Background: an optimization exercise with open tools, aiming at small area, a short achievable clock period and few clock cycles per item. Do not read the settings as production practice. At most, simulation tests tie the RTL to the original design; equivalence was not proved.

==> inputs of exp/delta <==
Design chacha20, start of the top module:
module chacha20(input wire clock,
                input wire reset,  
                input wire start,
                input  wire [255:0] key,
                input  wire [63:0] index,  
                input  wire [63:0] nonce,
                output reg done,
                output wire [511:0] out);
==> flow/config.mk <==
export PLATFORM = sky130hd
export DESIGN_NAME = chacha20
export DESIGN_NICKNAME = chacha20
export VERILOG_FILES = /design/flow/design.v
export SDC_FILE = /design/flow/constraint.sdc
export NUM_CORES = 8
export LEC_CHECK = 0
export CAP_MARGIN = 10
export CORE_MARGIN = 2
export CORE_UTILIZATION = 35
export CTS_CLUSTER_DIAMETER = 80
export CTS_CLUSTER_SIZE = 30
export SETUP_SLACK_MARGIN = 2
export SLEW_MARGIN = 10
==> flow/constraint.sdc <==
create_clock -name core_clock -period 14.0 [get_ports {clock}]
set_input_delay 2.8000 -clock core_clock [delete_from_list [all_inputs] [get_ports {clock}]]
set_output_delay 2.8000 -clock core_clock [all_outputs]
set_load 0.01 [all_outputs]
standard.sh (not shown) runs the stock make flow with config.mk's settings and CLKGATE_MAP_FILE= SYNTH_SCRIPT=/design/flow/synth_recipe.tcl, a recipe that flattens the netlist after the stock synthesis.
==> flow/flow/run.sh <==
#!/bin/bash
# The standard layout, with the port buffers made from the smallest buffer cell.
set -euo pipefail
export BUFFER_PORTS_ARGS="-buffer_cell sky130_fd_sc_hd__buf_1"
bash standard.sh > standard_flow.log 2>&1
==> inputs of exp/quartz, as changes to exp/delta <==
--- a/flow/design.v
+++ b/flow/design.v
@@ -9,98 +9,10 @@
                 output wire [511:0] out);
     function automatic [31:0] LE32(input [31:0] a);
         LE32 = {a[7:0], a[15:8], a[23:16], a[31:24]};
     endfunction
 function automatic [31:0] ADD(input [31:0] a, input [31:0] b);
-    reg [31:0] p, g, pp, gg, c;
-    begin
-    p = a ^ b; g = a & b; pp = p; gg = g;
-    gg[1] = gg[1] | (pp[1] & gg[0]); pp[1] = pp[1] & pp[0];
-    gg[3] = gg[3] | (pp[3] & gg[2]); pp[3] = pp[3] & pp[2];
-    gg[5] = gg[5] | (pp[5] & gg[4]); pp[5] = pp[5] & pp[4];
-    gg[7] = gg[7] | (pp[7] & gg[6]); pp[7] = pp[7] & pp[6];
-    gg[9] = gg[9] | (pp[9] & gg[8]); pp[9] = pp[9] & pp[8];
-    gg[11] = gg[11] | (pp[11] & gg[10]); pp[11] = pp[11] & pp[10];
-    gg[13] = gg[13] | (pp[13] & gg[12]); pp[13] = pp[13] & pp[12];
-    gg[15] = gg[15] | (pp[15] & gg[14]); pp[15] = pp[15] & pp[14];
-    gg[17] = gg[17] | (pp[17] & gg[16]); pp[17] = pp[17] & pp[16];
-    gg[19] = gg[19] | (pp[19] & gg[18]); pp[19] = pp[19] & pp[18];
-    gg[21] = gg[21] | (pp[21] & gg[20]); pp[21] = pp[21] & pp[20];
-    gg[23] = gg[23] | (pp[23] & gg[22]); pp[23] = pp[23] & pp[22];
-    gg[25] = gg[25] | (pp[25] & gg[24]); pp[25] = pp[25] & pp[24];
-    gg[27] = gg[27] | (pp[27] & gg[26]); pp[27] = pp[27] & pp[26];
-    gg[29] = gg[29] | (pp[29] & gg[28]); pp[29] = pp[29] & pp[28];
-    gg[31] = gg[31] | (pp[31] & gg[30]); pp[31] = pp[31] & pp[30];
-    gg[31] = gg[31] | (pp[31] & gg[29]); pp[31] = pp[31] & pp[29];
-    gg[29] = gg[29] | (pp[29] & gg[27]); pp[29] = pp[29] & pp[27];
-    gg[27] = gg[27] | (pp[27] & gg[25]); pp[27] = pp[27] & pp[25];
-    gg[25] = gg[25] | (pp[25] & gg[23]); pp[25] = pp[25] & pp[23];
-    gg[23] = gg[23] | (pp[23] & gg[21]); pp[23] = pp[23] & pp[21];
-    gg[21] = gg[21] | (pp[21] & gg[19]); pp[21] = pp[21] & pp[19];
-    gg[19] = gg[19] | (pp[19] & gg[17]); pp[19] = pp[19] & pp[17];
-    gg[17] = gg[17] | (pp[17] & gg[15]); pp[17] = pp[17] & pp[15];
-    gg[15] = gg[15] | (pp[15] & gg[13]); pp[15] = pp[15] & pp[13];
-    gg[13] = gg[13] | (pp[13] & gg[11]); pp[13] = pp[13] & pp[11];
-    gg[11] = gg[11] | (pp[11] & gg[9]); pp[11] = pp[11] & pp[9];
-    gg[9] = gg[9] | (pp[9] & gg[7]); pp[9] = pp[9] & pp[7];
-    gg[7] = gg[7] | (pp[7] & gg[5]); pp[7] = pp[7] & pp[5];
-    gg[5] = gg[5] | (pp[5] & gg[3]); pp[5] = pp[5] & pp[3];
-    gg[3] = gg[3] | (pp[3] & gg[1]); pp[3] = pp[3] & pp[1];
-    gg[31] = gg[31] | (pp[31] & gg[27]); pp[31] = pp[31] & pp[27];
-    gg[29] = gg[29] | (pp[29] & gg[25]); pp[29] = pp[29] & pp[25];
-    gg[27] = gg[27] | (pp[27] & gg[23]); pp[27] = pp[27] & pp[23];
-    gg[25] = gg[25] | (pp[25] & gg[21]); pp[25] = pp[25] & pp[21];
-    gg[23] = gg[23] | (pp[23] & gg[19]); pp[23] = pp[23] & pp[19];
-    gg[21] = gg[21] | (pp[21] & gg[17]); pp[21] = pp[21] & pp[17];
-    gg[19] = gg[19] | (pp[19] & gg[15]); pp[19] = pp[19] & pp[15];
-    gg[17] = gg[17] | (pp[17] & gg[13]); pp[17] = pp[17] & pp[13];
-    gg[15] = gg[15] | (pp[15] & gg[11]); pp[15] = pp[15] & pp[11];
-    gg[13] = gg[13] | (pp[13] & gg[9]); pp[13] = pp[13] & pp[9];
-    gg[11] = gg[11] | (pp[11] & gg[7]); pp[11] = pp[11] & pp[7];
-    gg[9] = gg[9] | (pp[9] & gg[5]); pp[9] = pp[9] & pp[5];
-    gg[7] = gg[7] | (pp[7] & gg[3]); pp[7] = pp[7] & pp[3];
-    gg[5] = gg[5] | (pp[5] & gg[1]); pp[5] = pp[5] & pp[1];
-    gg[31] = gg[31] | (pp[31] & gg[23]); pp[31] = pp[31] & pp[23];
-    gg[29] = gg[29] | (pp[29] & gg[21]); pp[29] = pp[29] & pp[21];
-    gg[27] = gg[27] | (pp[27] & gg[19]); pp[27] = pp[27] & pp[19];
-    gg[25] = gg[25] | (pp[25] & gg[17]); pp[25] = pp[25] & pp[17];
-    gg[23] = gg[23] | (pp[23] & gg[15]); pp[23] = pp[23] & pp[15];
-    gg[21] = gg[21] | (pp[21] & gg[13]); pp[21] = pp[21] & pp[13];
-    gg[19] = gg[19] | (pp[19] & gg[11]); pp[19] = pp[19] & pp[11];
-    gg[17] = gg[17] | (pp[17] & gg[9]); pp[17] = pp[17] & pp[9];
-    gg[15] = gg[15] | (pp[15] & gg[7]); pp[15] = pp[15] & pp[7];
-    gg[13] = gg[13] | (pp[13] & gg[5]); pp[13] = pp[13] & pp[5];
-    gg[11] = gg[11] | (pp[11] & gg[3]); pp[11] = pp[11] & pp[3];
-    gg[9] = gg[9] | (pp[9] & gg[1]); pp[9] = pp[9] & pp[1];
-    gg[31] = gg[31] | (pp[31] & gg[15]); pp[31] = pp[31] & pp[15];
-    gg[29] = gg[29] | (pp[29] & gg[13]); pp[29] = pp[29] & pp[13];
-    gg[27] = gg[27] | (pp[27] & gg[11]); pp[27] = pp[27] & pp[11];
-    gg[25] = gg[25] | (pp[25] & gg[9]); pp[25] = pp[25] & pp[9];
-    gg[23] = gg[23] | (pp[23] & gg[7]); pp[23] = pp[23] & pp[7];
-    gg[21] = gg[21] | (pp[21] & gg[5]); pp[21] = pp[21] & pp[5];
-    gg[19] = gg[19] | (pp[19] & gg[3]); pp[19] = pp[19] & pp[3];
-    gg[17] = gg[17] | (pp[17] & gg[1]); pp[17] = pp[17] & pp[1];
-    gg[2] = gg[2] | (pp[2] & gg[1]); pp[2] = pp[2] & pp[1];
-    gg[4] = gg[4] | (pp[4] & gg[3]); pp[4] = pp[4] & pp[3];
-    gg[6] = gg[6] | (pp[6] & gg[5]); pp[6] = pp[6] & pp[5];
-    gg[8] = gg[8] | (pp[8] & gg[7]); pp[8] = pp[8] & pp[7];
-    gg[10] = gg[10] | (pp[10] & gg[9]); pp[10] = pp[10] & pp[9];
-    gg[12] = gg[12] | (pp[12] & gg[11]); pp[12] = pp[12] & pp[11];
-    gg[14] = gg[14] | (pp[14] & gg[13]); pp[14] = pp[14] & pp[13];
-    gg[16] = gg[16] | (pp[16] & gg[15]); pp[16] = pp[16] & pp[15];
-    gg[18] = gg[18] | (pp[18] & gg[17]); pp[18] = pp[18] & pp[17];
-    gg[20] = gg[20] | (pp[20] & gg[19]); pp[20] = pp[20] & pp[19];
-    gg[22] = gg[22] | (pp[22] & gg[21]); pp[22] = pp[22] & pp[21];
-    gg[24] = gg[24] | (pp[24] & gg[23]); pp[24] = pp[24] & pp[23];
-    gg[26] = gg[26] | (pp[26] & gg[25]); pp[26] = pp[26] & pp[25];
-    gg[28] = gg[28] | (pp[28] & gg[27]); pp[28] = pp[28] & pp[27];
-    gg[30] = gg[30] | (pp[30] & gg[29]); pp[30] = pp[30] & pp[29];
-    c = {gg[30:0], 1'b0};
-    ADD = p ^ c;
-    end
-endfunction
-function automatic [31:0] FADD(input [31:0] a, input [31:0] b);
     reg [31:0] p, g, pp, gg, c;
     begin
     p = a ^ b; g = a & b; pp = p; gg = g;
     gg[31] = gg[31] | (pp[31] & gg[30]); pp[31] = pp[31] & pp[30];
     gg[29] = gg[29] | (pp[29] & gg[28]); pp[29] = pp[29] & pp[28];
@@ -181,11 +93,11 @@
     gg[19] = gg[19] | (pp[19] & gg[15]); pp[19] = pp[19] & pp[15];
     gg[18] = gg[18] | (pp[18] & gg[15]); pp[18] = pp[18] & pp[15];
     gg[17] = gg[17] | (pp[17] & gg[15]); pp[17] = pp[17] & pp[15];
     gg[16] = gg[16] | (pp[16] & gg[15]); pp[16] = pp[16] & pp[15];
     c = {gg[30:0], 1'b0};
-    FADD = p ^ c;
+    ADD = p ^ c;
     end
 endfunction
     localparam CONST = 128'h657870616e642033322d62797465206b;
     wire [511:0] init = {CONST, key, LE32(index[31:0]), LE32(index[63:32]), nonce};
     reg [4:0] i;  
@@ -219,12 +131,12 @@
         wire [31:0] t0 = di ^ s1;
         wire [31:0] d1 = {t0[15:0], t0[31:16]};
         wire [31:0] s2 = ADD(ci, (fa ? xi[8+j] : d1));
         wire [31:0] t1 = bi ^ s2;
         wire [31:0] b1 = {t1[19:0], t1[31:20]};
-        wire [31:0] fb = FADD(h[4+j], xi[4+j]);
-        wire [31:0] fd = FADD(h[12+j], xi[12+j]);
+        wire [31:0] fb = ADD(h[4+j], xi[4+j]);
+        wire [31:0] fd = ADD(h[12+j], xi[12+j]);
         always @(posedge clock) begin
             y[j]    <= s1;
             y[4+j]  <= fa ? fb : b1;
             y[8+j]  <= s2;
             y[12+j] <= fa ? fd : d1;
Settings changed: CAP_MARGIN 10 to 30, SLEW_MARGIN 10 to 20.
==> notes <==
Against exp/quartz, the clock-buffer cell count of exp/delta is lower by 6.
Of exp/delta and exp/quartz, exp/quartz has the higher worst setup slack (gap 1.6 ns).
Between exp/delta and exp/quartz, the lower worst hold slack is in exp/quartz (gap 0.0031 ns).
Register-to-register slack: exp/delta is worse than exp/quartz (1.6 ns).
In exp/delta the final cell count is higher than in exp/quartz, by about 1.7%.
Die area is about the same in exp/delta and exp/quartz.
In exp/delta the wire length is larger than in exp/quartz, by about 0.3%.
==> figures <==
metric	exp/quartz	exp/delta
Area added between synthesis and finish	21.1%	28.2%
CP Capture Point	y[4][10]	y[6][11]
Post-synthesis instance area	0.0531 mm²	0.0531 mm²
Final routed wire length divided by cell count	37.7 µm	37.2 µm
Startpoint of the most critical register-to-register path	y[5][0]	y[3][0]
Setup Fix Bufs, Post-CTS	32	136
Critical path buffers and inverters	3	6
Cell occurring most often along the worst timing path	xor2_2	fa_2
Critical Path Start	y[5][0]	y[3][0]
Data arrival time of the worst path	12.52 ns	14.05 ns
Post-detailed-routing wire length	354000 µm	355000 µm
R2R Setup Slk	2.14 ns	0.52 ns
Number of standard cells in the final layout excluding fillers	9375	9533
Status	complete, no violations	complete, no violations
Maximum fanout along the worst path	6	2
Number of detailed-routing iterations run before antenna repair	8	6
Testbench counts of exp/quartz, summed over its fixed seeds: cycles 5,376, blocks 256.
Function not checked in exp/delta: the RTL went through the layout flow alone.

-- port drivers added, routing unchanged --
How much do the figures lean on ideal ports? The routed layouts below were timed once more, with nothing changed but the port constraints.
Step 1 (the two cells are an assumption about what drives the block):
set clk [get_ports {clock}]
set_driving_cell -lib_cell sky130_fd_sc_hd__clkbuf_16 $clk
set_driving_cell -lib_cell sky130_fd_sc_hd__buf_2 [delete_from_list [all_inputs] $clk]
Step 2 moves the port delays by t, midway between the first and last clock arrival at a register: inputs arrive t later, outputs are due t later. That takes back most of the time a late clock gives input paths.
Three values: ideal, step 1, step 2; two values: the first two.
| run | t, ns | setup WS [ns] | worst hold slack (ns) | pins driven straight from the clock port |
|---|---|---|---|---|
| exp/delta | 0.802 | 0.515 / 0.515 / 0.515 | 0.581 / 0.581 / 0.581 | 1 |
| exp/quartz | 0.799 | 2.138 / 2.138 / 2.138 | 0.577 / 0.577 / 0.577 | 1 |
After both steps every run listed still meets setup and hold.
